This design comes from an exercise in tuning for small area and a short achievable clock period on the open sky130 flow, not from production work. Function was checked by simulation only, so behaviour that the tests miss may differ from the original.

===== flow/run.sh =====
#!/bin/bash
# The standard layout, with two synthesis options changed:
#  - Yosys's generic synthesis runs without its quick ABC pass
#    (SYNTH_ARGS=-noabc), so the full adders are extracted from the unmapped
#    logic and need no polarity-fixing inverters;
#  - the carry-propagate adders use Yosys's own Brent-Kung carry-lookahead
#    instead of the Kogge-Stone extra map (SYNTH_OPERATIONS_ARGS holds only
#    -nofsm, which the standard flow's synthesis passes anyway).
# Everything else, including the final ABC mapping, is the standard flow.
set -euo pipefail
bash standard.sh SYNTH_ARGS=-noabc SYNTH_OPERATIONS_ARGS=-nofsm finish > orfs_make.log 2>&1

===== standard.sh =====
#!/bin/bash
# synth_recipe.tcl (not shown) runs the flow's synth.tcl, then flattens the netlist and writes it again
# the make line also repeats each setting of config.mk as NAME=value (left out here)
make -C /OpenROAD-flow-scripts/flow DESIGN_CONFIG=/design/flow/config.mk WORK_HOME=/design/flow/orfs CLKGATE_MAP_FILE= SYNTH_SCRIPT=/design/flow/synth_recipe.tcl "${@:-finish}"

===== config.mk =====
export PLATFORM = sky130hd
export DESIGN_NAME = top_pip
export DESIGN_NICKNAME = top_pip
export VERILOG_FILES = /design/flow/design.v
export SDC_FILE = /design/flow/constraint.sdc
export NUM_CORES = 4
export LEC_CHECK = 0
export ABC_AREA = 1
export CAP_MARGIN = 20
export CORE_MARGIN = 2
export CORE_UTILIZATION = 40
export SLEW_MARGIN = 20

===== constraint.sdc =====
create_clock -name core_clock -period 5.5 [get_ports {clk}]
set_input_delay 1.1000 -clock core_clock [delete_from_list [all_inputs] [get_ports {clk}]]
set_output_delay 1.1000 -clock core_clock [all_outputs]
set_load 0.01 [all_outputs]

===== design.v =====
module top_pip(input [15:0] X,Y,
input [3:0] sn_1,
input clk,
input reset,
input [15:0] theta_in,
output reg [3:0] sn_op,
output reg [15:0] theta_op,
output reg [15:0] Xo,Yo);
wire [14:0] t = theta_in[14:0];
reg  [3:0]  s_c;
reg  [14:0] th_fin;
integer j;
always @* begin
    s_c = 4'd15;
    for (j = 1; j <= 13; j = j + 1)
        if (t[j]) s_c = 15 - j;
    if (t[14]) s_c = 4'd2;
end
always @* begin
    for (j = 0; j <= 12; j = j + 1)
        th_fin[j] = t[j] & ~(t[j+1] & ~|(t >> (j+2)));
    th_fin[13] = t[13];
    th_fin[14] = 1'b0;
    if (t[14]) th_fin = {3'b010, t[11:0]};
end
wire [3:0] p_c = {s_c[2:0], 1'b0} + s_c + 4'd2;    
wire [3:0] s_1 = theta_in[15] ? 4'd15 : s_c;
wire [3:0] p_1 = theta_in[15] ? 4'd15 : p_c;        
wire [15:0] xo_w [1:10];
wire [15:0] yo_w [1:10];
rot1 r1 (.xn(X), .yn(Y), .i(sn_1), .xo(xo_w[1]), .yo(yo_w[1]));
reg [15:0] x2r, y2r;
reg [11:0] th2r;
reg [3:0]  i2r, p2r, c2r, q2r;    
always @(posedge clk) begin
    x2r <= xo_w[1]; y2r <= yo_w[1];
    th2r <= th_fin[11:0];
    i2r <= s_1; p2r <= p_1;
    c2r <= s_c; q2r <= p_c;
end
rot r2 (.xn(x2r), .yn(y2r), .i(i2r), .op2(p2r), .xo(xo_w[2]), .yo(yo_w[2]));
wire [11:0] th_w [2:10];
wire [3:0]  i_w  [2:10];
wire [3:0]  p_w  [2:10];
assign th_w[2] = th2r;
assign i_w[2]  = c2r;
assign p_w[2]  = q2r;
genvar k;
generate
    for (k = 3; k <= 10; k = k + 1) begin : st
        reg [15:0] xr, yr;
        reg [11:0] thr;
        reg [3:0]  ir, pr;
        always @(posedge clk) begin
            xr  <= xo_w[k-1];
            yr  <= yo_w[k-1];
            thr <= th_w[k-1];
            ir  <= i_w[k-1];
            pr  <= p_w[k-1];
        end
        rot rk (.xn(xr), .yn(yr), .i(ir), .op2(pr), .xo(xo_w[k]), .yo(yo_w[k]));
        assign th_w[k] = thr;
        assign i_w[k]  = ir;
        assign p_w[k]  = pr;
    end
endgenerate
always @(posedge clk) begin
    if (reset) begin
        Xo <= 0;
        Yo <= 0;
        sn_op <= 0;
        theta_op <= 0;
    end else begin
        Xo <= xo_w[10];
        Yo <= yo_w[10];
        sn_op <= i_w[10];
        theta_op <= {2'b00, i_w[10] == 4'd2, i_w[10] == 4'd3, th_w[10]};
    end
end
endmodule
module shr16(input [15:0] a, input [3:0] s, output [15:0] y);
wire [15:0] l1 = s[0] ? {1'b0, a[15:1]}  : a;
wire [15:0] l2 = s[1] ? {2'b0, l1[15:2]} : l1;
wire [15:0] l4 = s[2] ? {4'b0, l2[15:4]} : l2;
assign y       = s[3] ? {8'b0, l4[15:8]} : l4;
endmodule
module add4(input [15:0] a, b, c, d, output [15:0] y);
wire [15:0] s1 = a ^ b ^ c;
wire [15:0] c1 = {(a[14:0] & b[14:0]) | (a[14:0] & c[14:0]) | (b[14:0] & c[14:0]), 1'b0};
wire [15:0] s2 = s1 ^ c1 ^ d;
wire [15:0] c2 = {(s1[14:0] & c1[14:0]) | (s1[14:0] & d[14:0]) | (c1[14:0] & d[14:0]), 1'b0};
assign y = s2 + c2;
endmodule
module rot1(input [15:0] xn, yn,
            input [3:0] i,
            output [15:0] xo, yo);
wire [3:0] op2 = {i[2:0], 1'b0} + i + 4'd2;    
wire [15:0] x1, y1, x2, y2, xi, yi;
assign x1 = {1'b0, xn[15:1]} >> {i[2:0], 1'b0};
assign y1 = {1'b0, yn[15:1]} >> {i[2:0], 1'b0};
shr16 sx2 (.a(xn), .s(op2), .y(x2));
shr16 sy2 (.a(yn), .s(op2), .y(y2));
shr16 sxi (.a(xn), .s(i),   .y(xi));
shr16 syi (.a(yn), .s(i),   .y(yi));
add4 ax (.a(xn), .b(x1), .c(y2), .d(yi), .y(xo));
add4 ay (.a(yn), .b(y1), .c(x2), .d(xi), .y(yo));
endmodule
module rot(input [15:0] xn, yn,
           input [3:0] i, op2,
           output [15:0] xo, yo);
wire [3:0] u = i - 4'd2;                        
wire [15:0] x1 = {1'b0, xn[15:1]} >> {i[2:0], 1'b0};
wire [15:0] y1 = {1'b0, yn[15:1]} >> {i[2:0], 1'b0};
wire [15:0] x2, y2, xi, yi;
shr16 sx2 (.a(xn), .s(op2), .y(x2));
shr16 sy2 (.a(yn), .s(op2), .y(y2));
shr16 sxi (.a({2'b0, xn[15:2]}), .s(u), .y(xi));
shr16 syi (.a({2'b0, yn[15:2]}), .s(u), .y(yi));
add4 ax (.a(xn), .b(x1), .c(y2), .d(yi), .y(xo));
add4 ay (.a(yn), .b(y1), .c(x2), .d(xi), .y(yo));
endmodule

==> results of run 1 <==
[logic make-up after synthesis]
logic type                 after synthesis
buffers and inverters                  943
adders and majority gates             1015
other                                    1
muxes                                    5
xor gates and xnor gates               182
DFF                                    516
AOI/OAI and AO/OA                     1846
and+or+nand+nor                       3505
[cell type report]
cell class,count,area (sq um)
inverter,471,1780
fill,15100,80900
sequential,516,10300
tap,1917,2400
timing repair buffer,427,3530
multi-input combinational,6555,44200
clock inverter,31,358
clock buffer,85,1890
[registers in the layout, indices dropped and copies added (netlist names), 16 cells and up]
name,flops
Xo,16
Yo,16
st.ir,24
st.pr,32
st.thr,96
st.xr,128
st.yr,128
x2r,16
y2r,16
[path summary, 6_finish.rpt]
kind,start,end,slack (ns),depth (start not counted)
worst max-delay path,sn_1[1],y2r[12],0.41,20
worst min-delay path,st[3].thr[7],st[4].thr[7],0.31,0
worst max register to register,p2r[0],st[3].xr[12],0.57,19
worst min register to register,st[3].thr[7],st[4].thr[7],0.31,0
[Yosys cell counts (all sizes together), types with 10 or more instances]
cell type | number | area, sq um
o21ai | 1067 | 5370
fa | 702 | 14100
clkinv | 13 | 48.8
ha | 313 | 3920
dfxtp | 516 | 10300
nand3 | 319 | 1600
nand3b | 11 | 82.6
or2 | 36 | 225
a31o | 22 | 193
a21boi | 34 | 259
a31oi | 77 | 482
a21oi | 283 | 1430
buf | 215 | 1250
a21o | 72 | 541
and2 | 109 | 689
nor3 | 30 | 155
o21a | 18 | 135
xnor2 | 39 | 342
inv | 458 | 1730
nand2 | 2372 | 8940
o221ai | 10 | 87.6
xor2 | 143 | 1270
clkbuf | 257 | 965
o211ai | 175 | 1310
nor2 | 622 | 2390
o31ai | 23 | 173
o22ai | 44 | 275
[critical path, cell delays in order]
cell,delay (ns)
clkdlybuf4s50_1,0.46
ha_1,0.31
ha_1,0.26
xor2_1,0.19
nand2_2,0.11
nand2_4,0.09
inv_4,0.16
buf_4,0.17
nand3_1,0.10
o21ai_1,0.14
fa_1,0.47
fa_1,0.48
ha_1,0.34
a21oi_1,0.19
nand2_2,0.09
nand3_1,0.09
nand2_2,0.09
a31o_2,0.23
fa_1,0.43
xor2_1,0.15
[metrics by stage]
| step | setup WS (ns) | hold WS, ns | util (%) |
|---|---|---|---|
| 2_1_floorplan | 0.0108 | 0.310 | - |
| 3_3_place_gp | -0.236 | 0.310 | 42.8 |
| 3_5_place_dp | -0.275 | 0.312 | 42.8 |
| 4_1_cts | 0.426 | 0.312 | 44.4 |
| 5_1_grt | 0.165 | 0.321 | 44.4 |
| 6_report | 0.407 | 0.314 | 44.4 |
[routing by layer]
layer  GRT usage, %  share of wire (%)
met2           40.3                 43
met4           5.55                1.8
met3           3.77                8.4
met1           40.8                 47
met5              0             0.0064
==> results.tsv, run 1 <==
stage	metric	value	unit
clock_tree	CTS Hold Bufs	0	
place	Final GP Congestion	0.953	
synthesis	Synth Area in Compound Gates	17.8	%
clock_tree	Clock Tree Buf Depth	3	
clock_tree	clock latency (worst-skew pair)	0.67	ns
synthesis	Mapped Area	0.0585	sq mm
synthesis	Primary FF master, synth	dfxtp_1	
outcome	status	timing/DRC/antenna clean	
timing	RSZ-0062 raised after global routing	no	
cells_and_area	layout cell share with drive strength beyond 1	7.00	%
cells_and_area	ANT cells	0	
critical_path	Crit Path Category	in -> reg	
place	cell total after placement	9886	
cells_and_area	Area Growth Syn to Fin	10.2	%
floorplanning	die width	386	microns
synthesis	Yosys reg bits	516	
grt	initial antenna violation count	7	
grt	vias in the first global route	52500	
cells_and_area	Layout Nets	9107	
grt	global-route usage over all layers	26.9	%
floorplanning	Initial Util	40.2	%
synthesis	area share of fa/ha/maj cells after synthesis	30.7	%
clock_tree	setup bufs post-CTS	0	
floorplanning	die area	0.149	sq mm
critical_path	Required @ worst endpoint	6.05	ns
timing	crit share post-route	92.6	%
floorplanning	core box area	0.145	sq mm
timing	Slew Limit Fails	0	
floorplanning	IO Count	106	
floorplanning	die height	386	microns
synthesis	Async SR Flop Fraction	0	%
critical_path	arrival time worst endpoint	5.64	ns
synthesis	Post-synth EDFFs	0	
clock_tree	CTS Sinks	516	
routing	routed len/inst	20.4	microns
synthesis	Synth Area in Simple Gates	24.1	%
critical_path	Worst Setup Start Kind	input port	
place	post-detail-place hpwl	169000	microns
routing	Vias	55400	
synthesis	Synth cell types	59	
synthesis	largest family of logic cells by synthesized area	adder cells	
cells_and_area	Post-Layout Cell Count	10000	
clock_tree	H-tree depth	3	
synthesis	Avg Synthesized Cell Area	7.30	sq um
job	MaxCap Viol Count	0	
grt	GRT overflow	0	
synthesis	Seq/Total Area, Yosys	17.7	%
clock_tree	CTS tree	yes	
synthesis	Synth Area in XOR/XNOR	2.75	%
timing	actual transition at the worst max-transition pin	0.989	ns
clock_tree	TritonCTS Buffers	67	
min_path	worst min path class	reg -> reg	
timing	FMAX	196	MHz
floorplanning	num rows	140	
grt	largest net degree at the start of global routing	69	
timing	setup TNS	0	ns
routing	drt drc	0	
critical_path	crit end category	register	
routing	DRT iter0 DRCs	5815	
routing	Routed Antenna Nets	0	
cells_and_area	most frequent cells in the layout	nand2_1 (2357), o21ai_0 (801), fa_1 (700)	
cells_and_area	commonest non-fill, non-tap cell in the layout	nand2_1	
timing	Final min period	5.09	ns
routing	Routed WL	204000	microns
cells_and_area	Finished Cell Area	0.0645	sq mm
timing	Hold Violations, Final	0	
synthesis	Gate Count Post-Synth	8013	
clock_tree	Root Buffer	clkbuf_16	
clock_tree	Reg clk slew, reported paths	0.06	ns
synthesis	Synthesis Warnings	1	
timing	relative slew slack	34.0	%
routing	Initial DRT Pass Iterations	7	
place	Placed Area	0.0622	sq mm
routing	vias per inst	5.54	
timing	Max Clock Skew	0.0238	ns
synthesis	post-synthesis mux area share	0.0856	%
critical_path	peak fanout along the critical path	10	
grt	global-route wire length before repair	315000	microns
place	I/O Buffers	103	
timing	Final setup violation count	0	
clock_tree	post-CTS resize count	0	
==> run 2: changes to the inputs <==
--- a/design.v
+++ b/design.v
@@ -30,16 +30,16 @@
 wire [15:0] yo_w [1:10];
 rot1 r1 (.xn(X), .yn(Y), .i(sn_1), .xo(xo_w[1]), .yo(yo_w[1]));
 reg [15:0] x2r, y2r;
-reg [11:0] th2r;
+reg [14:0] th2r;
 reg [3:0]  i2r, p2r, c2r, q2r;    
 always @(posedge clk) begin
     x2r <= xo_w[1]; y2r <= yo_w[1];
-    th2r <= th_fin[11:0];
+    th2r <= th_fin;
     i2r <= s_1; p2r <= p_1;
     c2r <= s_c; q2r <= p_c;
 end
 rot r2 (.xn(x2r), .yn(y2r), .i(i2r), .op2(p2r), .xo(xo_w[2]), .yo(yo_w[2]));
-wire [11:0] th_w [2:10];
+wire [14:0] th_w [2:10];
 wire [3:0]  i_w  [2:10];
 wire [3:0]  p_w  [2:10];
 assign th_w[2] = th2r;
@@ -49,7 +49,7 @@
 generate
     for (k = 3; k <= 10; k = k + 1) begin : st
         reg [15:0] xr, yr;
-        reg [11:0] thr;
+        reg [14:0] thr;
         reg [3:0]  ir, pr;
         always @(posedge clk) begin
             xr  <= xo_w[k-1];
@@ -74,7 +74,7 @@
         Xo <= xo_w[10];
         Yo <= yo_w[10];
         sn_op <= i_w[10];
-        theta_op <= {2'b00, i_w[10] == 4'd2, i_w[10] == 4'd3, th_w[10]};
+        theta_op <= {1'b0, th_w[10]};
     end
 end
 endmodule
--- a/config.mk
+++ b/config.mk
@@ -5,7 +5,6 @@
 export SDC_FILE = /design/flow/constraint.sdc
 export NUM_CORES = 4
 export LEC_CHECK = 0
-export ABC_AREA = 1
 export CAP_MARGIN = 20
 export CORE_MARGIN = 2
 export CORE_UTILIZATION = 40
==> results.tsv, run 2 <==
stage	metric	value	unit	change
cells_and_area	most frequent cells in the layout	nor2_1 (904), fa_1 (696), a21oi_1 (580)		
clock_tree	TritonCTS Buffers	67		unchanged
cells_and_area	commonest non-fill, non-tap cell in the layout	nor2_1		
clock_tree	setup bufs post-CTS	0		unchanged
routing	routed len/inst	24.2	microns	+18%
routing	vias per inst	5.95		+7.4%
cells_and_area	Area Growth Syn to Fin	11.6	%	
place	pre-CTS setup slack	-0.413	ns	-0.138 ns
grt	vias in the first global route	52800		+0.57%
routing	Initial DRT Pass Iterations	9		+2
job	MaxCap Viol Count	0		unchanged
synthesis	Yosys reg bits	534		+3.5%
synthesis	Seq/Total Area, Yosys	17.2	%	-0.46 points
critical_path	Worst Setup Start Kind	register		
synthesis	Async SR Flop Fraction	0	%	unchanged
cells_and_area	biggest regs	st.xr: 128 flops, st.yr: 128 flops, st.thr: 112 flops		
clock_tree	Reg clk slew, reported paths	0.06	ns	about the same
place	cell total after placement	8976		-9.2%
timing	Hold Violations, Final	0		unchanged
floorplanning	die height	398	microns	+3.0%
critical_path	arrival time worst endpoint	5.88	ns	+0.24 ns
synthesis	Mapped Area	0.0621	sq mm	+6.2%
synthesis	largest cells by area after synthesis	fa_1 (23%), dfxtp_1 (17%), mux2i_1 (7.3%)		
timing	final worst slack	0.142	ns	-0.265 ns
routing	DRT iter0 DRCs	6425		+10%
grt	largest net degree at the start of global routing	70		+1.4%
synthesis	Synth area leader	fa_1		
critical_path	peak fanout along the critical path	17		+7
routing	Vias	54100		-2.3%
critical_path	crit end category	register		
cells_and_area	layout cell share with drive strength beyond 1	13.5	%	+6.5 points
grt	global-route usage over all layers	27.3	%	+0.44 points
clock_tree	CTS Hold Bufs	0		unchanged
floorplanning	IO Count	106		unchanged
routing	Routed Antenna Nets	0		unchanged
clock_tree	post-CTS resize count	0		unchanged
place	I/O Buffers	103		unchanged
floorplanning	die area	0.159	sq mm	+6.2%
synthesis	Synth top area share	22.6	%	-1.4 points
clock_tree	Clock Tree Buf Depth	3		unchanged
place	post-detail-place hpwl	177000	microns	+5.2%
floorplanning	num rows	144		+2.9%
synthesis	Avg Synthesized Cell Area	9.10	sq um	+25%
synthesis	Synthesis Warnings	1		unchanged
min_path	worst min path class	reg -> reg		
timing	Final min period	5.36	ns	+0.265 ns
timing	setup TNS	0	ns	unchanged
timing	Slew Limit Fails	0		unchanged
routing	drt drc	0		unchanged
floorplanning	core box area	0.154	sq mm	+6.1%
synthesis	Synth cell types	85		+44%
critical_path	Crit Path Category	reg -> reg		
cells_and_area	Util after Layout	45.0	%	+0.61 points
floorplanning	die width	398	microns	+3.0%
clock_tree	H-tree depth	3		unchanged
grt	initial antenna violation count	4		-3
timing	RSZ-0062 raised after global routing	no		
synthesis	Post-synth EDFFs	0		unchanged
timing	crit share post-route	97.4	%	+4.8 points
cells_and_area	Layout Nets	8070		-11%
routing	Routed WL	220000	microns	+7.7%
synthesis	Primary FF master, synth	dfxtp_1		
timing	relative slew slack	34.6	%	+0.56 points
timing	Max Clock Skew	0.0389	ns	+0.0151 ns
outcome	status	timing/DRC/antenna clean		
synthesis	most frequent cell after synthesis	nor2_1		
floorplanning	Initial Util	40.3	%	+0.060 points
clock_tree	Root Buffer	clkbuf_16		
clock_tree	clock latency (worst-skew pair)	0.68	ns	about the same
grt	GRT overflow	0		unchanged
place	Final GP Congestion	0.982		+3.1%
grt	global-route wire length before repair	333000	microns	+5.9%
clock_tree	CTS Sinks	534		+3.5%
timing	FMAX	187	MHz	-4.9%
clock_tree	CTS tree	yes		
timing	actual transition at the worst max-transition pin	0.982	ns	-0.00724 ns
timing	Final setup violation count	0		unchanged
cells_and_area	Post-Layout Cell Count	9097		-9.0%
critical_path	Required @ worst endpoint	6.02	ns	-0.03 ns
synthesis	most frequent cells after synthesis	nor2_1 (904), fa_1 (702), a21oi_1 (587), nand2_1 (548), dfxtp_1 (534)		
synthesis	Gate Count Post-Synth	6831		-15%
-- run 2: changes by cell type after synthesis, moves of 108 or more --
cell,before,now
a211oi_1,6,171
a21oi_1,280,587
inv_1,409,96
mux2_2,0,159
mux2i_1,5,456
mux4_2,0,123
nand2_1,2359,548
nand3_1,319,60
nor2_1,609,904
nor2b_1,0,144
o211ai_1,175,67
o21ai_0,801,369
o21ai_1,259,24
-- run 2: stage by stage --
| stage | hold slack, ns | area, sq um |
|---|---|---|
| 3_5_place_dp | 0.312 | 67100 |
| 5_1_grt | 0.317 | 69300 |
| 2_1_floorplan | 0.310 | 62300 |
| 3_3_place_gp | 0.310 | 67100 |
| 4_1_cts | 0.309 | 69300 |
| 6_report | 0.319 | 69400 |
-- run 2: per-layer routing --
layer / track usage, % / wire [microns]
met5: 0 / 13
met4: 9.14 / 8080
met3: 4.65 / 18600
met2: 40.1 / 93200
met1: 40.4 / 99900
-- run 2: final cells by class --
class	instances	area [sq um]
fillers	15100	84900
multi-input cells	5725	48700
flip-flops and latches	534	10700
repair buffers	552	4630
well taps	2044	2560
clock buffers	80	1810
inverters	121	464
clock inverters	39	440
diodes	2	5.00
-- run 2: path summary, 6_finish.rpt --
kind	startpoint	end	slack, ns	cells after the start
worst min register to register	st[6].thr[6]	st[7].thr[6]	0.32	0
worst max register to register	st[4].pr[1]	st[5].xr[12]	0.14	15
worst max-delay path	st[4].pr[1]	st[5].xr[12]	0.14	15
worst min-delay path	st[6].thr[6]	st[7].thr[6]	0.32	0
-- run 2: kinds of logic (layout without fill, tap and decap cells) --
kind of cell             count (synthesis)  count (layout)  share of synthesized area, %
AND/OR/NAND/NOR                       2006            2006                          14.2
AO/OA/AOI/OAI                         1741            1741                          17.2
adder cells (fa/ha/maj)               1015            1015                          28.9
multiplexers                           740             740                          14.7
buffers and inverters                  573             792                          4.60
flip-flops                             534             534                          17.2
XOR/XNOR                               221             221                          3.14
other                                    1               4                       0.00603
-- run 2: worst max-delay path: stages (launching register included) --
cell      delay [ns]
dfxtp_2         0.62
mux4_2          0.55
and2_1          0.16
a211oi_1        0.44
a21oi_1         0.20
fa_1            0.58
fa_1            0.42
ha_1            0.23
fa_1            0.47
a21oi_1         0.22
nand4b_1        0.17
a21bo_2         0.17
o21a_1          0.13
o21ai_0         0.11
fa_1            0.45
xor2_1          0.27
==> run 3: changes to the inputs <==
--- a/design.v
+++ b/design.v
@@ -23,45 +23,39 @@
     th_fin[14] = 1'b0;
     if (t[14]) th_fin = {3'b010, t[11:0]};
 end
-wire [3:0] p_c = {s_c[2:0], 1'b0} + s_c + 4'd2;    
 wire [3:0] s_1 = theta_in[15] ? 4'd15 : s_c;
-wire [3:0] p_1 = theta_in[15] ? 4'd15 : p_c;        
 wire [15:0] xo_w [1:10];
 wire [15:0] yo_w [1:10];
 rot1 r1 (.xn(X), .yn(Y), .i(sn_1), .xo(xo_w[1]), .yo(yo_w[1]));
 reg [15:0] x2r, y2r;
-reg [14:0] th2r;
-reg [3:0]  i2r, p2r, c2r, q2r;    
+reg [11:0] th2r;
+reg [3:0]  i2r, c2r;    
 always @(posedge clk) begin
     x2r <= xo_w[1]; y2r <= yo_w[1];
-    th2r <= th_fin;
-    i2r <= s_1; p2r <= p_1;
-    c2r <= s_c; q2r <= p_c;
+    th2r <= th_fin[11:0];
+    i2r <= s_1;
+    c2r <= s_c;
 end
-rot r2 (.xn(x2r), .yn(y2r), .i(i2r), .op2(p2r), .xo(xo_w[2]), .yo(yo_w[2]));
-wire [14:0] th_w [2:10];
+rot r2 (.xn(x2r), .yn(y2r), .i(i2r), .xo(xo_w[2]), .yo(yo_w[2]));
+wire [11:0] th_w [2:10];
 wire [3:0]  i_w  [2:10];
-wire [3:0]  p_w  [2:10];
 assign th_w[2] = th2r;
 assign i_w[2]  = c2r;
-assign p_w[2]  = q2r;
 genvar k;
 generate
     for (k = 3; k <= 10; k = k + 1) begin : st
         reg [15:0] xr, yr;
-        reg [14:0] thr;
-        reg [3:0]  ir, pr;
+        reg [11:0] thr;
+        reg [3:0]  ir;
         always @(posedge clk) begin
             xr  <= xo_w[k-1];
             yr  <= yo_w[k-1];
             thr <= th_w[k-1];
             ir  <= i_w[k-1];
-            pr  <= p_w[k-1];
         end
-        rot rk (.xn(xr), .yn(yr), .i(ir), .op2(pr), .xo(xo_w[k]), .yo(yo_w[k]));
+        rot rk (.xn(xr), .yn(yr), .i(ir), .xo(xo_w[k]), .yo(yo_w[k]));
         assign th_w[k] = thr;
         assign i_w[k]  = ir;
-        assign p_w[k]  = pr;
     end
 endgenerate
 always @(posedge clk) begin
@@ -74,7 +68,7 @@
         Xo <= xo_w[10];
         Yo <= yo_w[10];
         sn_op <= i_w[10];
-        theta_op <= {1'b0, th_w[10]};
+        theta_op <= {2'b00, i_w[10] == 4'd2, i_w[10] == 4'd3, th_w[10]};
     end
 end
 endmodule
@@ -94,7 +88,15 @@
 module rot1(input [15:0] xn, yn,
             input [3:0] i,
             output [15:0] xo, yo);
-wire [3:0] op2 = {i[2:0], 1'b0} + i + 4'd2;    
+function [3:0] op2f(input [3:0] i);
+    case (i)
+        4'd0: op2f = 4'd2;   4'd1: op2f = 4'd5;   4'd2: op2f = 4'd8;   4'd3: op2f = 4'd11;
+        4'd4: op2f = 4'd14;  4'd5: op2f = 4'd1;   4'd6: op2f = 4'd4;   4'd7: op2f = 4'd7;
+        4'd8: op2f = 4'd10;  4'd9: op2f = 4'd13;  4'd10: op2f = 4'd0;  4'd11: op2f = 4'd3;
+        4'd12: op2f = 4'd6;  4'd13: op2f = 4'd9;  4'd14: op2f = 4'd12; default: op2f = 4'd15;
+    endcase
+endfunction
+wire [3:0] op2 = op2f(i);
 wire [15:0] x1, y1, x2, y2, xi, yi;
 assign x1 = {1'b0, xn[15:1]} >> {i[2:0], 1'b0};
 assign y1 = {1'b0, yn[15:1]} >> {i[2:0], 1'b0};
@@ -106,8 +108,17 @@
 add4 ay (.a(yn), .b(y1), .c(x2), .d(xi), .y(yo));
 endmodule
 module rot(input [15:0] xn, yn,
-           input [3:0] i, op2,
+           input [3:0] i,
            output [15:0] xo, yo);
+function [3:0] op2f(input [3:0] i);
+    case (i)
+        4'd0: op2f = 4'd2;   4'd1: op2f = 4'd5;   4'd2: op2f = 4'd8;   4'd3: op2f = 4'd11;
+        4'd4: op2f = 4'd14;  4'd5: op2f = 4'd1;   4'd6: op2f = 4'd4;   4'd7: op2f = 4'd7;
+        4'd8: op2f = 4'd10;  4'd9: op2f = 4'd13;  4'd10: op2f = 4'd0;  4'd11: op2f = 4'd3;
+        4'd12: op2f = 4'd6;  4'd13: op2f = 4'd9;  4'd14: op2f = 4'd12; default: op2f = 4'd15;
+    endcase
+endfunction
+wire [3:0] op2 = op2f(i);
 wire [3:0] u = i - 4'd2;                        
 wire [15:0] x1 = {1'b0, xn[15:1]} >> {i[2:0], 1'b0};
 wire [15:0] y1 = {1'b0, yn[15:1]} >> {i[2:0], 1'b0};
--- a/config.mk
+++ b/config.mk
@@ -5,6 +5,7 @@
 export SDC_FILE = /design/flow/constraint.sdc
 export NUM_CORES = 4
 export LEC_CHECK = 0
+export ABC_AREA = 1
 export CAP_MARGIN = 20
 export CORE_MARGIN = 2
 export CORE_UTILIZATION = 40
==> results.tsv, run 3 <==
stage	metric	value	unit	change
outcome	status	timing/DRC/antenna clean		
cells_and_area	area occupied by multi-input gates	0.0435	sq mm	-11%
clock_tree	CTS tree	yes		
clock_tree	CTS Sinks	514		-3.7%
min_path	worst min path class	reg -> reg		
critical_path	Required @ worst endpoint	6.04	ns	+0.02 ns
synthesis	Seq/Total Area, Yosys	17.8	%	+0.63 points
clock_tree	TritonCTS Buffers	66		-1.5%
timing	Hold Violations, Final	0		unchanged
cells_and_area	Area Growth Syn to Fin	12.5	%	
floorplanning	die area	0.147	sq mm	-7.1%
synthesis	Synth area leader	fa_1		
place	pre-CTS setup slack	-0.296	ns	+0.117 ns
timing	actual transition at the worst max-transition pin	1.27	ns	+0.291 ns
floorplanning	num rows	139		-3.5%
critical_path	arrival time worst endpoint	5.75	ns	-0.13 ns
clock_tree	post-CTS resize count	0		unchanged
routing	Initial DRT Pass Iterations	6		-3
clock_tree	Reg clk slew, reported paths	0.07	ns	about the same
critical_path	crit end category	register		
clock_tree	setup bufs post-CTS	0		unchanged
clock_tree	CTS Hold Bufs	0		unchanged
place	Final GP Congestion	0.989		+0.64%
synthesis	largest cells by area after synthesis	fa_1 (24%), dfxtp_1 (18%), nand2_1 (14%)		
clock_tree	clock latency (worst-skew pair)	0.68	ns	about the same
synthesis	Synthesis Warnings	3		+2
grt	vias in the first global route	52800		-0.042%
timing	RSZ-0062 raised after global routing	no		
routing	vias per inst	5.54		-6.7%
cells_and_area	commonest non-fill, non-tap cell in the layout	nand2_1		
cells_and_area	FF/Latch Area	0.0103	sq mm	-4.2%
timing	setup TNS	0	ns	unchanged
synthesis	Post-synth EDFFs	0		unchanged
synthesis	Gate Count Post-Synth	7915		+16%
synthesis	Synth top area share	24.4	%	+1.7 points
cells_and_area	most frequent cells in the layout	nand2_1 (2107), o21ai_0 (1062), fa_1 (702)		
critical_path	peak fanout along the critical path	16		-1
grt	initial antenna violation count	8		+4
cells_and_area	Layout Nets	9137		+13%
routing	Routed Antenna Nets	0		unchanged
floorplanning	IO Count	106		unchanged
synthesis	Primary FF master, synth	dfxtp_1		
routing	drt drc	0		unchanged
floorplanning	die height	384	microns	-3.6%
floorplanning	core box area	0.143	sq mm	-7.0%
synthesis	Async SR Flop Fraction	0	%	unchanged
timing	Final min period	5.21	ns	-0.146 ns
place	post-detail-place hpwl	174000	microns	-2.0%
synthesis	Synth cell types	52		-39%
cells_and_area	biggest regs	st.xr: 128 flops, st.yr: 128 flops, st.thr: 96 flops		
routing	DRT iter0 DRCs	6317		-1.7%
clock_tree	Clock Tree Buf Depth	3		unchanged
timing	FMAX	192	MHz	+2.8%
routing	Vias	55600		+2.8%
grt	GRT overflow	0		unchanged
synthesis	Yosys reg bits	514		-3.7%
cells_and_area	Filler cells	14600		-3.6%
timing	Final setup violation count	0		unchanged
cells_and_area	layout cell share with drive strength beyond 1	7.77	%	-5.7 points
routing	routed len/inst	20.9	microns	-14%
job	MaxCap Viol Count	0		unchanged
critical_path	Worst Setup Start Kind	register		
synthesis	most frequent cells after synthesis	nand2_1 (2107), o21ai_0 (1062), fa_1 (702), nor2_1 (699), inv_1 (516)		
timing	relative slew slack	14.9	%	-20 points
synthesis	most frequent cell after synthesis	nand2_1		
critical_path	Crit Path Category	reg -> reg		
floorplanning	Initial Util	40.2	%	-0.079 points
timing	final worst slack	0.288	ns	+0.146 ns
grt	largest net degree at the start of global routing	56		-20%
timing	crit share post-route	94.8	%	-2.7 points
grt	global-route usage over all layers	28.1	%	+0.81 points
grt	global-route wire length before repair	321000	microns	-3.8%
synthesis	Avg Synthesized Cell Area	7.29	sq um	-20%
clock_tree	Root Buffer	clkbuf_16		
routing	Routed WL	209000	microns	-4.9%
clock_tree	H-tree depth	3		unchanged
place	I/O Buffers	103		unchanged
timing	Max Clock Skew	0.0256	ns	-0.0133 ns
timing	Slew Limit Fails	0		unchanged
synthesis	Mapped Area	0.0577	sq mm	-7.2%
floorplanning	die width	384	microns	-3.6%
==> run 3: cell count changes after synthesis, moves of 188 or more <==
cell	before	now
nand3_1	60	331
o21ai_0	369	1062
nor2_1	904	699
nand2_1	548	2107
a21oi_1	587	399
inv_1	96	516
mux2i_1	456	15
==> run 3: final cells by class <==
class	count	share of cell area, %
clock buffers	83	2.80
well taps	1903	3.67
flip-flops and latches	514	15.9
clock inverters	35	0.650
repair buffers	537	6.77
diodes	2	0.00771
inverters	561	3.24
multi-input cells	6394	67.0
==> run 3: through the flow <==
step | hold slack [ns] | cell area, sq um | std cells | utilization, %
after global placement | 0.310 | 62700 | 9908 | 43.7
after floorplan | 0.310 | 57700 | 7916 | -
after detailed placement | 0.312 | 62700 | 9908 | 43.7
after global routing | 0.325 | 64900 | 10000 | 45.2
after CTS | 0.318 | 64900 | 10000 | 45.2
final | 0.318 | 64900 | 10000 | 45.2
==> run 3: cells by family after synthesis <==
family,count (synthesis),synth area share [%]
compound gates,1904,18.5
xor+xnor,214,3.28
fa+ha+maj,1009,31.0
buf+inv,1008,6.80
flops,514,17.8
mux,15,0.260
other cells,1,0.00650
simple gates,3250,22.3
==> run 3: routing by layer <==
layer  routed length, microns  share of wire, %  vias to the layer above  global-route usage [%]
met5                      186             0.089                        -                       0
met4                     5680               2.7                       12                    7.35
met3                    18900               9.0                      314                    5.45
met2                    89500                43                     2528                    42.1
met1                    95000                45                    26400                    41.3
li1                         -                 -                    26400                       -
==> run 3: path summary, 6_finish.rpt <==
path / cells past startpoint / to / slack (ns) / start
setup / recovery: 19 / st[7].xr[14] / 0.29 / st[6].rk.sx2.s[0]
hold reg to reg: 0 / st[8].thr[8] / 0.32 / st[7].thr[8]
setup reg to reg: 19 / st[7].xr[14] / 0.29 / st[6].rk.sx2.s[0]
hold / removal: 0 / st[8].thr[8] / 0.32 / st[7].thr[8]
==> run 3: worst max-delay path, cell delays in order, from the launching register on <==
cell	delay, ns
dfxtp_1	0.33
clkinv_1	0.47
a21boi_0	0.73
nand2_1	0.08
o21ai_0	0.13
mux2i_1	0.11
inv_1	0.16
o21ai_0	0.24
fa_1	0.60
fa_1	0.43
ha_1	0.22
fa_1	0.40
nand3_1	0.11
nand2_1	0.10
nand4_1	0.09
nand3_1	0.13
nand4_1	0.11
nand2_1	0.09
fa_1	0.38
xor2_1	0.17
==> run 4: changes to the inputs <==
==> flow/run.sh (replaced) <==
#!/bin/bash
# The standard layout, with Yosys's generic synthesis run without its quick
# ABC pass (SYNTH_ARGS=-noabc): the full adders are then extracted from the
# unmapped logic and need no polarity-fixing inverters.  Everything else,
# including the final ABC mapping, is the standard flow.
set -euo pipefail
bash standard.sh SYNTH_ARGS=-noabc finish > orfs_make.log 2>&1
--- a/config.mk
+++ b/config.mk
@@ -9,4 +9,5 @@
 export CAP_MARGIN = 20
 export CORE_MARGIN = 2
 export CORE_UTILIZATION = 40
+export SETUP_SLACK_MARGIN = 0.3
 export SLEW_MARGIN = 20
==> results.tsv, run 4 <==
stage	metric	value	unit	change
outcome	status	timing/DRC/antenna clean		
critical_path	Crit Path Category	reg -> reg		
floorplanning	die area	0.152	sq mm	+3.2%
critical_path	crit end category	register		
timing	RSZ-0062 raised after global routing	no		
critical_path	arrival time worst endpoint	5.48	ns	-0.27 ns
timing	Final setup violation count	0		unchanged
synthesis	Seq/Total Area, Yosys	17.3	%	-0.56 points
synthesis	Synth cell types	63		+21%
synthesis	Mapped Area	0.0596	sq mm	+3.3%
clock_tree	Root Buffer	clkbuf_16		
synthesis	Primary FF master, synth	dfxtp_1		
synthesis	Async SR Flop Fraction	0	%	unchanged
grt	global-route usage over all layers	29.2	%	+1.0 points
floorplanning	Initial Util	40.3	%	+0.089 points
grt	largest net degree at the start of global routing	54		-3.6%
timing	relative slew slack	30.2	%	+15 points
grt	global-route wire length before repair	343000	microns	+6.9%
cells_and_area	Filler cells	15400		+5.5%
synthesis	Yosys reg bits	514		unchanged
synthesis	Synth area leader	fa_1		
job	MaxCap Viol Count	0		unchanged
routing	Routed WL	225000	microns	+7.7%
routing	Routed Antenna Nets	0		unchanged
clock_tree	setup bufs post-CTS	0		unchanged
synthesis	Synth Area in XOR/XNOR	4.80	%	+1.5 points
clock_tree	Reg clk slew, reported paths	0.07	ns	about the same
synthesis	most frequent cell after synthesis	nand2_1		
timing	setup TNS	0	ns	unchanged
clock_tree	Clock Tree Buf Depth	3		unchanged
synthesis	Avg Synthesized Cell Area	6.97	sq um	-4.4%
clock_tree	CTS Sinks	514		unchanged
synthesis	post-synthesis mux area share	0.269	%	+0.0086 points
synthesis	area share of fa/ha/maj cells after synthesis	26.4	%	-4.6 points
cells_and_area	Layout Nets	9508		+4.1%
floorplanning	core box area	0.148	sq mm	+3.0%
place	Final GP Congestion	0.964		-2.5%
synthesis	Synth Area in Compound Gates	20.6	%	+2.1 points
cells_and_area	commonest non-fill, non-tap cell in the layout	nand2_1		
critical_path	Required @ worst endpoint	6.10	ns	+0.06 ns
clock_tree	TritonCTS Buffers	68		+3.0%
synthesis	Post-synth EDFFs	0		unchanged
cells_and_area	Area Growth Syn to Fin	9.78	%	
clock_tree	H-tree depth	3		unchanged
timing	Hold Violations, Final	0		unchanged
timing	crit share post-route	88.7	%	-6.1 points
grt	vias in the first global route	56000		+6.1%
routing	Initial DRT Pass Iterations	8		+2
min_path	worst min path class	reg -> reg		
clock_tree	post-CTS resize count	0		unchanged
routing	vias per inst	5.61		+1.1%
routing	Vias	59000		+6.1%
place	post-detail-place hpwl	185000	microns	+6.3%
timing	Final min period	4.88	ns	-0.334 ns
synthesis	Synth Area in Simple Gates	23.4	%	+1.1 points
timing	Max Clock Skew	0.0422	ns	+0.0165 ns
routing	routed len/inst	21.4	microns	+2.6%
synthesis	Synth top area share	19.6	%	-4.8 points
timing	actual transition at the worst max-transition pin	1.04	ns	-0.235 ns
cells_and_area	biggest regs	st.xr: 128 flops, st.yr: 128 flops, st.thr: 96 flops		
synthesis	most frequent cells after synthesis	nand2_1 (2331), o21ai_0 (1065), nor2_1 (735), a21oi_1 (591), fa_1 (582)		
grt	GRT overflow	0		unchanged
synthesis	Synthesis Warnings	3		unchanged
routing	drt drc	0		unchanged
synthesis	Gate Count Post-Synth	8554		+8.1%
grt	initial antenna violation count	9		+1
floorplanning	IO Count	106		unchanged
critical_path	peak fanout along the critical path	10		-6
cells_and_area	layout cell share with drive strength beyond 1	5.47	%	-2.3 points
timing	Slew Limit Fails	0		unchanged
critical_path	flop2flop setup slack	0.62	ns	+0.33 ns
floorplanning	die width	390	microns	+1.6%
timing	FMAX	205	MHz	+6.8%
cells_and_area	most frequent cells in the layout	nand2_1 (2331), o21ai_0 (1065), nor2_1 (735)		
clock_tree	clock latency (worst-skew pair)	0.69	ns	about the same
clock_tree	CTS tree	yes		
place	I/O Buffers	103		unchanged
synthesis	largest cells by area after synthesis	fa_1 (20%), dfxtp_1 (17%), nand2_1 (15%)		
clock_tree	CTS Hold Bufs	0		unchanged
routing	DRT iter0 DRCs	6317		unchanged
synthesis	largest family of logic cells by synthesized area	adder cells		
floorplanning	num rows	141		+1.4%
floorplanning	die height	390	microns	+1.6%
critical_path	Worst Setup Start Kind	register		
-- run 4: cell type report --
cell class,instances,area (sq um),share of cell area (%)
clock inverter,37,350,0.536
clock buffer,86,1890,2.89
inverter,622,2340,3.58
tap,1930,2410,3.69
antenna,1,2.50,0.00383
sequential,514,10300,15.7
multi-input combinational,6972,45000,68.9
timing repair buffer,367,3080,4.71
-- run 4: worst paths after layout --
| path | end | depth (start not counted) | from |
|---|---|---|---|
| setup / recovery | st[4].xr[14] | 14 | st[3].ir[1] |
| setup reg to reg | st[4].xr[14] | 14 | st[3].ir[1] |
| hold / removal | st[10].thr[8] | 0 | st[9].thr[8] |
| hold reg to reg | st[10].thr[8] | 0 | st[9].thr[8] |
-- run 4: routing by layer --
layer / wire (microns) / track usage [%]
met4: 5820 / 7.60
met3: 18600 / 4.98
met2: 95900 / 43.7
met5: 57 / 0
met1: 105000 / 43.0
-- run 4: metrics by stage --
step                hold WS (ns)  std cells  util, %  setup WS (ns)  area, sq um
floorplan                  0.310       8555        -          0.826        59600
global placement           0.310      10400     42.7          0.156        63200
detailed placement         0.312      10400     42.7          0.168        63200
CTS                        0.324      10500     44.2          0.680        65400
global route               0.325      10500     44.2          0.340        65400
finish                     0.324      10500     44.2          0.622        65400
-- run 4: cell families after synthesis --
| group | after synthesis |
|---|---|
| compound gates | 2195 |
| xor+xnor | 322 |
| fa+ha+maj | 909 |
| buf+inv | 1069 |
| flops | 514 |
| mux | 16 |
| other cells | 1 |
| simple gates | 3528 |
-- run 4: worst max-delay path: stages (launching register included) --
cell      delay [ns]
dfxtp_1         0.55
inv_1           0.10
nor2_1          0.76
inv_1           0.48
o21ai_0         0.36
fa_1            0.51
fa_1            0.49
ha_1            0.39
nand2_1         0.09
o21ai_0         0.16
a21oi_1         0.09
o21ai_0         0.38
nand2_1         0.09
o21bai_1        0.17
xor2_1          0.21
==> run 5: changes to the inputs <==
--- a/config.mk
+++ b/config.mk
@@ -8,6 +8,5 @@
 export ABC_AREA = 1
 export CAP_MARGIN = 20
 export CORE_MARGIN = 2
-export CORE_UTILIZATION = 40
-export SETUP_SLACK_MARGIN = 0.3
+export CORE_UTILIZATION = 55
 export SLEW_MARGIN = 20
==> results.tsv, run 5 <==
stage	metric	value	unit	change
clock_tree	CTS Sinks	514		unchanged
critical_path	Worst Setup Start Kind	register		
clock_tree	H-tree depth	2		-1
synthesis	Gate Count Post-Synth	8554		unchanged
critical_path	CP max stage cell	dfxtp_1		
clock_tree	TritonCTS Buffers	58		-15%
floorplanning	die height	333	microns	-15%
cells_and_area	most frequent cells in the layout	nand2_1 (2331), o21ai_0 (1065), nor2_1 (735)		
synthesis	most frequent cells after synthesis	nand2_1 (2331), o21ai_0 (1065), nor2_1 (735), a21oi_1 (591), fa_1 (582)		
synthesis	most frequent cell after synthesis	nand2_1		
cells_and_area	commonest non-fill, non-tap cell in the layout	nand2_1		
place	Placed Area	0.0619	sq mm	-2.1%
cells_and_area	ANT cells	0		-1
clock_tree	CTS tree	yes		
clock_tree	Root Buffer	clkbuf_16		
grt	global-route usage over all layers	35.6	%	+6.5 points
cells_and_area	Layout Nets	9417		-0.96%
routing	Routed Antenna Nets	0		unchanged
timing	Hold Violations, Final	0		unchanged
routing	met3 WL	19300	microns	+4.0%
synthesis	post-synthesis mux area share	0.269	%	unchanged
min_path	worst min path class	reg -> reg		
cells_and_area	Area Growth Syn to Fin	7.24	%	
critical_path	Crit Path Category	reg -> reg		
clock_tree	Reg clk slew, reported paths	0.06	ns	about the same
place	I/O Buffers	103		unchanged
cells_and_area	layout cell share with drive strength beyond 1	4.42	%	-1.0 points
critical_path	worst stage delay on the critical path	0.70	ns	-0.06 ns
cells_and_area	Filler cells	10200		-33%
synthesis	Post-synth EDFFs	0		unchanged
synthesis	Primary FF master, synth	dfxtp_1		
routing	DRT iter0 DRCs	7243		+15%
floorplanning	IO Count	106		unchanged
critical_path	arrival time worst endpoint	5.62	ns	+0.14 ns
timing	crit share post-route	92.1	%	+3.5 points
cells_and_area	Finished Cell Area	0.0639	sq mm	-2.3%
grt	global-route wire length before repair	315000	microns	-8.2%
clock_tree	post-CTS resize count	0		unchanged
critical_path	Crit path top cell by count	o21ai_0		
grt	initial antenna violation count	0		-9
synthesis	Synth Area in Simple Gates	23.4	%	unchanged
clock_tree	CTS Hold Bufs	0		unchanged
floorplanning	core box area	0.107	sq mm	-27%
timing	Slew Limit Fails	0		unchanged
place	post-detail-place hpwl	164000	microns	-11%
routing	vias per inst	6.01		+7.3%
clock_tree	Clock Tree Buf Depth	3		unchanged
critical_path	crit end category	register		
routing	wire length on met2	87700	microns	-8.6%
timing	relative slew slack	25.3	%	-4.8 points
floorplanning	die width	333	microns	-15%
floorplanning	Initial Util	55.6	%	+15 points
synthesis	Mapped Area	0.0596	sq mm	unchanged
timing	FMAX	197	MHz	-3.8%
synthesis	Synth Area in Compound Gates	20.6	%	unchanged
grt	largest net degree at the start of global routing	54		unchanged
critical_path	peak fanout along the critical path	21		+11
critical_path	Required @ worst endpoint	6.05	ns	-0.05 ns
grt	vias in the first global route	55000		-1.7%
place	Final GP Congestion	1.03		+7.4%
synthesis	Async SR Flop Fraction	0	%	unchanged
timing	actual transition at the worst max-transition pin	1.12	ns	+0.0792 ns
synthesis	Synth cell types	63		unchanged
floorplanning	num rows	120		-15%
routing	drt drc	0		unchanged
routing	Routed WL	202000	microns	-10%
synthesis	largest family of logic cells by synthesized area	adder cells		
clock_tree	setup bufs post-CTS	0		unchanged
synthesis	Seq/Total Area, Yosys	17.3	%	unchanged
timing	RSZ-0062 raised after global routing	no		
synthesis	Synthesis Warnings	3		unchanged
synthesis	Avg Synthesized Cell Area	6.97	sq um	unchanged
grt	GRT overflow	0		unchanged
critical_path	critical-path cell list	inv_2 -> buf_4 -> a21oi_1 -> nand2_1 -> o21ai_0 -> o21ai_0 -> nand2_1 -> o21ai_0 -> fa_1 -> fa_1 -> ha_1 -> fa_1 -> nand3_1 -> nand3_1 -> a31oi_1 -> o21ai_0 -> a21oi_1 -> xnor2_1		
routing	Initial DRT Pass Iterations	7		-1
routing	Metal-1 WL	88100	microns	-16%
synthesis	Synth area leader	fa_1		
synthesis	largest cells by area after synthesis	fa_1 (20%), dfxtp_1 (17%), nand2_1 (15%)		
timing	Fin Hold WS	0.272	ns	-0.0512 ns
synthesis	Synth Area in XOR/XNOR	4.80	%	unchanged
job	MaxCap Viol Count	0		unchanged
synthesis	area share of fa/ha/maj cells after synthesis	26.4	%	unchanged
routing	Max Used Layer	met4		
timing	Max Clock Skew	0.0536	ns	+0.0115 ns
routing	routed len/inst	20.4	microns	-4.5%
cells_and_area	biggest regs	st.xr: 128 flops, st.yr: 128 flops, st.thr: 96 flops		
outcome	status	timing/DRC/antenna clean		
routing	Vias	59600		+0.92%
timing	Final setup violation count	0		unchanged
synthesis	Synth top area share	19.6	%	unchanged
floorplanning	die area	0.111	sq mm	-27%
synthesis	Yosys reg bits	514		unchanged
timing	setup TNS	0	ns	unchanged
timing	Final min period	5.07	ns	+0.190 ns
clock_tree	clock latency (worst-skew pair)	0.69	ns	about the same
## run 5: path summary, 6_finish.rpt
| kind | start | to | slack, ns | cells after the start |
|---|---|---|---|---|
| setup / recovery | st[3].rk.sx2.s[0] | st[4].xr[11] | 0.43 | 18 |
| hold reg to reg | st[3].thr[11] | st[4].thr[11] | 0.27 | 0 |
| setup reg to reg | st[3].rk.sx2.s[0] | st[4].xr[11] | 0.43 | 18 |
| hold / removal | st[3].thr[11] | st[4].thr[11] | 0.27 | 0 |
## run 5: cell type report
cell class / instances / area [sq um] / share of cell area, %
timing repair buffer: 286 / 2420 / 3.79
sequential: 514 / 10300 / 16.1
tap: 1403 / 1760 / 2.75
clock buffer: 77 / 1610 / 2.52
multi-input combinational: 6972 / 45000 / 70.5
clock inverter: 33 / 433 / 0.677
inverter: 622 / 2340 / 3.66
## run 5: metrics by stage
stage	util (%)	instances	setup WS (ns)
3_5_place_dp	57.7	9797	0.0566
3_3_place_gp	57.7	9797	0.0667
6_report	59.6	9907	0.432
5_1_grt	59.6	9907	0.0829
2_1_floorplan	-	8555	0.826
4_1_cts	59.6	9907	0.338
## run 5: cell families after synthesis
group,count (synthesis)
buffers and inverters,1069
other,1
flip-flops,514
AND/OR/NAND/NOR,3528
AO/OA/AOI/OAI,2195
multiplexers,16
XOR/XNOR,322
adder cells (fa/ha/maj),909
## run 5: critical path: cells and delay by family (launching register included)
kind / cells / cell delay, ns
and+or+nand+nor: 4 / 0.39
xor gates and xnor gates: 1 / 0.18
DFF: 1 / 0.70
adders and majority gates: 4 / 1.74
AOI/OAI and AO/OA: 7 / 1.62
buffers and inverters: 2 / 0.32
## run 5: metal layers
metal / global-route usage [%] / vias up
li1: - / 28100
met1: 51.4 / 27800
met2: 54.2 / 3214
met3: 5.67 / 484
met4: 11.9 / 0
met5: 0 / -
==> run 6: changes to the inputs <==
--- a/config.mk
+++ b/config.mk
@@ -8,5 +8,6 @@
 export ABC_AREA = 1
 export CAP_MARGIN = 20
 export CORE_MARGIN = 2
-export CORE_UTILIZATION = 55
+export CORE_UTILIZATION = 40
+export SETUP_SLACK_MARGIN = 0.8
 export SLEW_MARGIN = 20
==> results.tsv, run 6 <==
stage	metric	value	unit	change
min_path	worst hold endpoint	st[3].thr[4]		
critical_path	Worst Setup Start Kind	register		
clock_tree	CTS tree	yes		
critical_path	Crit path top cell by count	fa_1		
clock_tree	Root Buffer	clkbuf_16		
cells_and_area	Filler cells	15300		+50%
timing	Max Clock Skew	0.0457	ns	-0.00794 ns
synthesis	Synth area leader	fa_1		
synthesis	Synthesis Warnings	3		unchanged
grt	global-route usage over all layers	29.2	%	-6.5 points
floorplanning	IO Count	106		unchanged
place	I/O Buffers	103		unchanged
cells_and_area	Layout Nets	9526		+1.2%
cells_and_area	Post-Layout Cell Count	10600		+6.5%
synthesis	Gate Count Post-Synth	8554		unchanged
cells_and_area	Area Growth Syn to Fin	11.0	%	
timing	actual transition at the worst max-transition pin	0.917	ns	-0.199 ns
clock_tree	CTS Sinks	514		unchanged
cells_and_area	biggest regs	st.xr: 128 flops, st.yr: 128 flops, st.thr: 96 flops		
grt	initial antenna violation count	8		+8
synthesis	Primary FF master, synth	dfxtp_1		
cells_and_area	most frequent cells in the layout	nand2_1 (2325), o21ai_0 (1014), nor2_1 (722)		
clock_tree	TritonCTS Buffers	68		+17%
grt	vias in the first global route	56000		+1.8%
place	Placed Area	0.0632	sq mm	+2.1%
critical_path	worst stage delay on the critical path	0.54	ns	-0.16 ns
timing	Slew Limit Fails	0		unchanged
timing	Final setup violation count	0		unchanged
critical_path	flop2flop setup slack	0.93	ns	+0.50 ns
grt	global-route wire length before repair	343000	microns	+8.9%
clock_tree	Clock Tree Buf Depth	3		unchanged
cells_and_area	commonest non-fill, non-tap cell in the layout	nand2_1		
routing	Vias	59100		-0.73%
floorplanning	die width	390	microns	+17%
critical_path	end of the worst register-to-register path	st[10].xr[11]		
clock_tree	CTS Hold Bufs	0		unchanged
clock_tree	H-tree depth	3		+1
timing	Hold Violations, Final	0		unchanged
synthesis	largest cells by area after synthesis	fa_1 (20%), dfxtp_1 (17%), nand2_1 (15%)		
synthesis	most frequent cell after synthesis	nand2_1		
min_path	hold_sp	th2r[4]		
cells_and_area	area occupied by multi-input gates	0.0454	sq mm	+0.79%
cells_and_area	layout cell share with drive strength beyond 1	6.95	%	+2.5 points
cells_and_area	Finished Cell Area	0.0662	sq mm	+3.5%
min_path	worst min path class	reg -> reg		
synthesis	Async SR Flop Fraction	0	%	unchanged
critical_path	peak fanout along the critical path	9		-57%
floorplanning	core box area	0.148	sq mm	+38%
synthesis	most frequent cells after synthesis	nand2_1 (2331), o21ai_0 (1065), nor2_1 (735), a21oi_1 (591), fa_1 (582)		
grt	GRT overflow	0		unchanged
routing	drt drc	0		unchanged
timing	relative slew slack	38.6	%	+13 points
routing	DRT iter0 DRCs	6390		-12%
routing	routed len/inst	21.5	microns	+5.0%
synthesis	Synth top area share	19.6	%	unchanged
timing	FMAX	219	MHz	+11%
timing	RSZ-0062 raised after global routing	yes		
routing	Initial DRT Pass Iterations	9		+2
routing	Routed WL	226000	microns	+12%
critical_path	CP max stage cell	fa_1		
floorplanning	Initial Util	40.3	%	-15 points
job	MaxCap Viol Count	0		unchanged
synthesis	Mapped Area	0.0596	sq mm	unchanged
critical_path	critical-path cell list	buf_4 -> nor2_2 -> buf_4 -> clkinv_1 -> o221ai_1 -> fa_1 -> fa_1 -> ha_1 -> fa_1 -> nand3_1 -> nand2_1 -> a21oi_1 -> o21ai_0 -> a31oi_1 -> xnor2_1		
clock_tree	clock latency (worst-skew pair)	0.69	ns	about the same
outcome	status	timing/DRC/antenna clean		
critical_path	worst r2r src	st[9].ir[2]		
cells_and_area	FF/Latch Area	0.0103	sq mm	+0.12%
routing	Routed Antenna Nets	0		unchanged
clock_tree	Reg clk slew, reported paths	0.06	ns	about the same
timing	crit share post-route	83.1	%	-9.0 points
critical_path	crit end category	register		
timing	Final min period	4.57	ns	-0.498 ns
critical_path	Crit Path Category	reg -> reg		
synthesis	Yosys reg bits	514		unchanged
timing	Fin Hold WS	0.322	ns	+0.0501 ns
floorplanning	die area	0.152	sq mm	+37%
synthesis	Seq/Total Area, Yosys	17.3	%	unchanged
critical_path	arrival time worst endpoint	5.17	ns	-0.45 ns
synthesis	Post-synth EDFFs	0		unchanged
place	post-detail-place hpwl	185000	microns	+13%
routing	vias per inst	5.60		-6.8%
min_path	worst hold stages	0		unchanged
critical_path	worst reg2reg path depth	15		-3
synthesis	Synth cell types	63		unchanged
synthesis	Avg Synthesized Cell Area	6.97	sq um	unchanged
floorplanning	num rows	141		+18%
timing	setup TNS	0	ns	unchanged
floorplanning	die height	390	microns	+17%
critical_path	Required @ worst endpoint	6.10	ns	+0.05 ns
place	cell total after placement	10400		+6.2%
grt	largest net degree at the start of global routing	54		unchanged
place	Final GP Congestion	0.964		-6.9%
[run 6: layout make-up]
cell class              instances  share of cell area [%]
repair inverters                4                  0.0340
inverters                     622                    3.66
well taps                    1930                    3.65
flip-flops and latches        514                    15.6
clock buffers                  86                    2.86
clock inverters                37                   0.529
multi-input cells            6972                    68.6
repair buffers                381                    5.03
diodes                          9                  0.0340
[run 6: logic make-up (layout without fill, tap and decap cells)]
| logic type | count (synthesis) | count (layout) | share of synthesized area (%) |
|---|---|---|---|
| simple gates | 3528 | 3528 | 23.4 |
| mux | 16 | 16 | 0.269 |
| flops | 514 | 514 | 17.3 |
| xor+xnor | 322 | 322 | 4.80 |
| other cells | 1 | 11 | 0.00629 |
| fa+ha+maj | 909 | 909 | 26.4 |
| compound gates | 2195 | 2195 | 20.6 |
| buf+inv | 1069 | 1130 | 7.14 |
[run 6: metal layers]
| layer | track usage (%) | vias up | share of wire, % |
|---|---|---|---|
| met5 | 0 | - | 0.026 |
| li1 | - | 28400 | - |
| met4 | 7.60 | 8 | 2.6 |
| met3 | 4.98 | 330 | 8.2 |
| met2 | 43.8 | 2431 | 43 |
| met1 | 43.0 | 28000 | 46 |
[run 6: critical path: cells and delay by family, from the launching register on]
kind / cells / cell delay (ns)
adders and majority gates: 4 / 1.66
and+or+nand+nor: 3 / 0.31
AOI/OAI and AO/OA: 4 / 1.02
buffers and inverters: 3 / 0.90
DFF: 1 / 0.49
xor gates and xnor gates: 1 / 0.14
[run 6: how the worst max path moves through the flow]
| stage | from | end | slack (ns) |
|---|---|---|---|
| final | st[9].ir[2] | st[10].xr[11] | 0.93 |
| after global routing | st[8].rk.sx2.s[0] | st[9].yr[11] | 0.74 |
| after CTS | st[3].rk.sx2.s[0] | st[4].xr[11] | 0.74 |
| after detailed placement | sn_1[1] | x2r[11] | 0.17 |
| after global placement | sn_1[1] | x2r[11] | 0.16 |
| after floorplan | sn_1[2] | y2r[11] | 0.83 |
[run 6: per-stage QoR]
stage	setup slack (ns)	util (%)
after floorplan	0.826	-
after global placement	0.156	42.7
after detailed placement	0.168	42.7
after CTS	0.736	44.3
after global routing	0.736	44.7
final	0.929	44.8
[run 6: timing repair]
| item | CTS | global route |
|---|---|---|
| gates resized for setup | 10 | 214 |
| cloned | 0 | 6 |
| endpoints found under the setup margin | 13 | 106 |
| setup buffers | 0 | 12 |
| pin swaps | 0 | 17 |
==> run 7: changes to the inputs <==
--- a/config.mk
+++ b/config.mk
@@ -9,5 +9,5 @@
 export CAP_MARGIN = 20
 export CORE_MARGIN = 2
 export CORE_UTILIZATION = 40
-export SETUP_SLACK_MARGIN = 0.8
+export SETUP_SLACK_MARGIN = 2.0
 export SLEW_MARGIN = 20
==> results.tsv, run 7 <==
stage	metric	value	unit	change
outcome	status	timing/DRC/antenna clean		
routing	Vias	65500		+11%
floorplanning	Initial Util	40.3	%	unchanged
min_path	hold_sp	st[3].thr[5]		
cells_and_area	layout cell share with drive strength beyond 1	34.8	%	+28 points
timing	setup TNS	0	ns	unchanged
synthesis	Yosys reg bits	514		unchanged
synthesis	Synth Area in Simple Gates	23.4	%	unchanged
floorplanning	num rows	141		unchanged
cells_and_area	Layout Nets	10300		+8.2%
timing	actual transition at the worst max-transition pin	1.14	ns	+0.220 ns
synthesis	most frequent cells after synthesis	nand2_1 (2331), o21ai_0 (1065), nor2_1 (735), a21oi_1 (591), fa_1 (582)		
synthesis	post-synthesis mux area share	0.269	%	unchanged
floorplanning	core box area	0.148	sq mm	unchanged
routing	Routed Antenna Nets	0		unchanged
critical_path	end of the worst register-to-register path	st[5].xr[3]		
grt	GRT overflow	0		unchanged
timing	Max Clock Skew	0.0299	ns	-0.0158 ns
grt	global-route usage over all layers	31.6	%	+2.5 points
clock_tree	CTS Sinks	514		unchanged
grt	initial antenna violation count	6		-2
critical_path	Required @ worst endpoint	6.04	ns	-0.06 ns
place	Final GP Congestion	1.01		+5.1%
synthesis	Primary FF master, synth	dfxtp_1		
grt	largest net degree at the start of global routing	70		+30%
synthesis	Synth Area in XOR/XNOR	4.80	%	unchanged
floorplanning	IO Count	106		unchanged
cells_and_area	Area Growth Syn to Fin	45.0	%	
critical_path	flop2flop setup slack	1.44	ns	+0.51 ns
synthesis	largest cells by area after synthesis	fa_1 (20%), dfxtp_1 (17%), nand2_1 (15%)		
job	MaxCap Viol Count	0		unchanged
timing	Final min period	4.06	ns	-0.510 ns
synthesis	Post-synth EDFFs	0		unchanged
synthesis	Synthesis Warnings	3		unchanged
routing	vias per inst	5.79		+3.3%
grt	global-route wire length before repair	376000	microns	+9.6%
routing	DRT iter0 DRCs	6742		+5.5%
critical_path	worst r2r src	st[4].rk.sx2.s[0]		
critical_path	Worst Setup Start Kind	register		
clock_tree	Root Buffer	clkbuf_16		
clock_tree	clock latency (worst-skew pair)	0.67	ns	-0.02 ns
synthesis	Synth Area in Compound Gates	20.6	%	unchanged
==> run 7: cell count changes in the layout (fill, tap and decap cells not counted), sizes merged <==
cell           before   now
buf               278  1019
clkdlybuf4s50     100    69
clkinvlp           27    53
dlygate4sd2         0    25
bufbuf              0    16
inv               594   583
diode               9     1
bufinv              2     8
clkdlybuf4s15       0     4
clkbuf             88    91
clkinv             40    41
==> run 7: routing by layer <==
layer / vias to the layer above / track usage, % / wire length (microns)
li1: 30000 / - / -
met3: 749 / 6.12 / 22500
met5: - / 0 / 13
met2: 3297 / 49.3 / 113000
met1: 31500 / 43.2 / 106000
met4: 2 / 12.1 / 12300
==> run 7: stage by stage <==
| step | worst slack, ns | cell area [sq um] | hold WS (ns) | cells | utilization [%] |
|---|---|---|---|---|---|
| detailed placement | 0.189 | 63600 | 0.312 | 10300 | 43.0 |
| finish | 1.44 | 86400 | 0.320 | 11300 | 58.5 |
| global route | 1.28 | 86400 | 0.329 | 11300 | 58.5 |
| CTS | 1.45 | 80300 | 0.320 | 11100 | 54.3 |
| floorplan | 1.21 | 61200 | 0.310 | 8555 | - |
| global placement | 0.210 | 63600 | 0.310 | 10300 | 43.0 |
==> run 7: layout make-up <==
| cell class | count | area (sq um) | area share, % |
|---|---|---|---|
| antenna | 1 | 2.50 | 0.00290 |
| clock buffer | 82 | 1850 | 2.14 |
| clock inverter | 38 | 493 | 0.570 |
| inverter | 622 | 2730 | 3.16 |
| multi-input combinational | 6972 | 56300 | 65.2 |
| sequential | 514 | 10400 | 12.0 |
| tap | 1930 | 2410 | 2.79 |
| timing repair buffer | 1143 | 12000 | 13.9 |
| timing repair inverter | 25 | 198 | 0.229 |
==> run 7: how the worst max path moves through the flow <==
stage | start | to | slack [ns] | cells past startpoint
after floorplan | sn_1[2] | y2r[11] | 1.21 | 18
after global placement | sn_1[1] | x2r[10] | 0.21 | 19
after detailed placement | sn_1[1] | x2r[10] | 0.19 | 19
after CTS | st[3].rk.sx2.s[0] | st[4].xr[15] | 1.45 | 22
after global routing | st[4].rk.sx2.s[0] | st[5].xr[3] | 1.28 | 22
final | st[4].rk.sx2.s[0] | st[5].xr[3] | 1.44 | 22
==> run 7: critical path, delay by kind of cell, from the launching register on <==
kind,cells,cell delay [ns]
adder cells (fa/ha/maj),4,1.44
AO/OA/AOI/OAI,3,0.55
XOR/XNOR,1,0.13
buffers and inverters,12,1.29
AND/OR/NAND/NOR,2,0.13
flip-flops,1,0.39
==> run 7: kinds of logic (layout without fill, tap and decap cells) <==
logic type	after synthesis	after routing
xor+xnor	322	322
compound gates	2195	2195
other cells	1	3
simple gates	3528	3528
flops	514	514
mux	16	16
buf+inv	1069	1910
fa+ha+maj	909	909
==> run 7: timing repair <==
action / CTS / global route
gates cloned: 73 / 8
endpoints found under the setup margin: 284 / 249
pin swaps: 756 / 666
gates resized for setup: 2380 / 937
setup buffers: 553 / 265

## re-timing with driven ports
No port has a modelled driver above. Below, the same layouts with a new extraction and two added sets of constraints.
Step 1: set_driving_cell puts a clkbuf_16 on clk and a buf_2 on each other input, an assumption about the parent block.
Step 2 adds t to the input delays and takes it off the output delays; t is the mean of the earliest and latest rising clock arrival at the registers after step 1. Input paths then give back, and output paths get back, about the clock's delay inside the block.
Three values: ideal, step 1, step 2; two values: the first two.
| run | t, ns | setup slack, ns | latest minus earliest clock arrival (ns) | pins driven straight from the clock port |
|---|---|---|---|---|
| run 1 | 0.729 | 0.407 / 0.457 / -0.272 | 0.032 / 0.032 | 1 |
| run 2 | 0.735 | 0.142 / 0.142 / -0.454 | 0.052 / 0.052 | 1 |
| run 3 | 0.732 | 0.288 / 0.288 / -0.351 | 0.033 / 0.033 | 1 |
| run 4 | 0.736 | 0.622 / 0.622 / 0.111 | 0.047 / 0.047 | 1 |
| run 5 | 0.746 | 0.432 / 0.432 / -0.031 | 0.058 / 0.058 | 1 |
| run 6 | 0.740 | 0.929 / 0.929 / 0.301 | 0.049 / 0.049 | 1 |
| run 7 | 0.740 | 1.439 / 1.439 / 0.811 | 0.034 / 0.034 | 1 |
With both steps, setup timing fails in run 1, run 2, run 3 and run 5, where it was met with ideal ports. The setup slack of run 1, which loses most, moves by +0.050 ns with the drivers and by -0.679 ns with both steps.
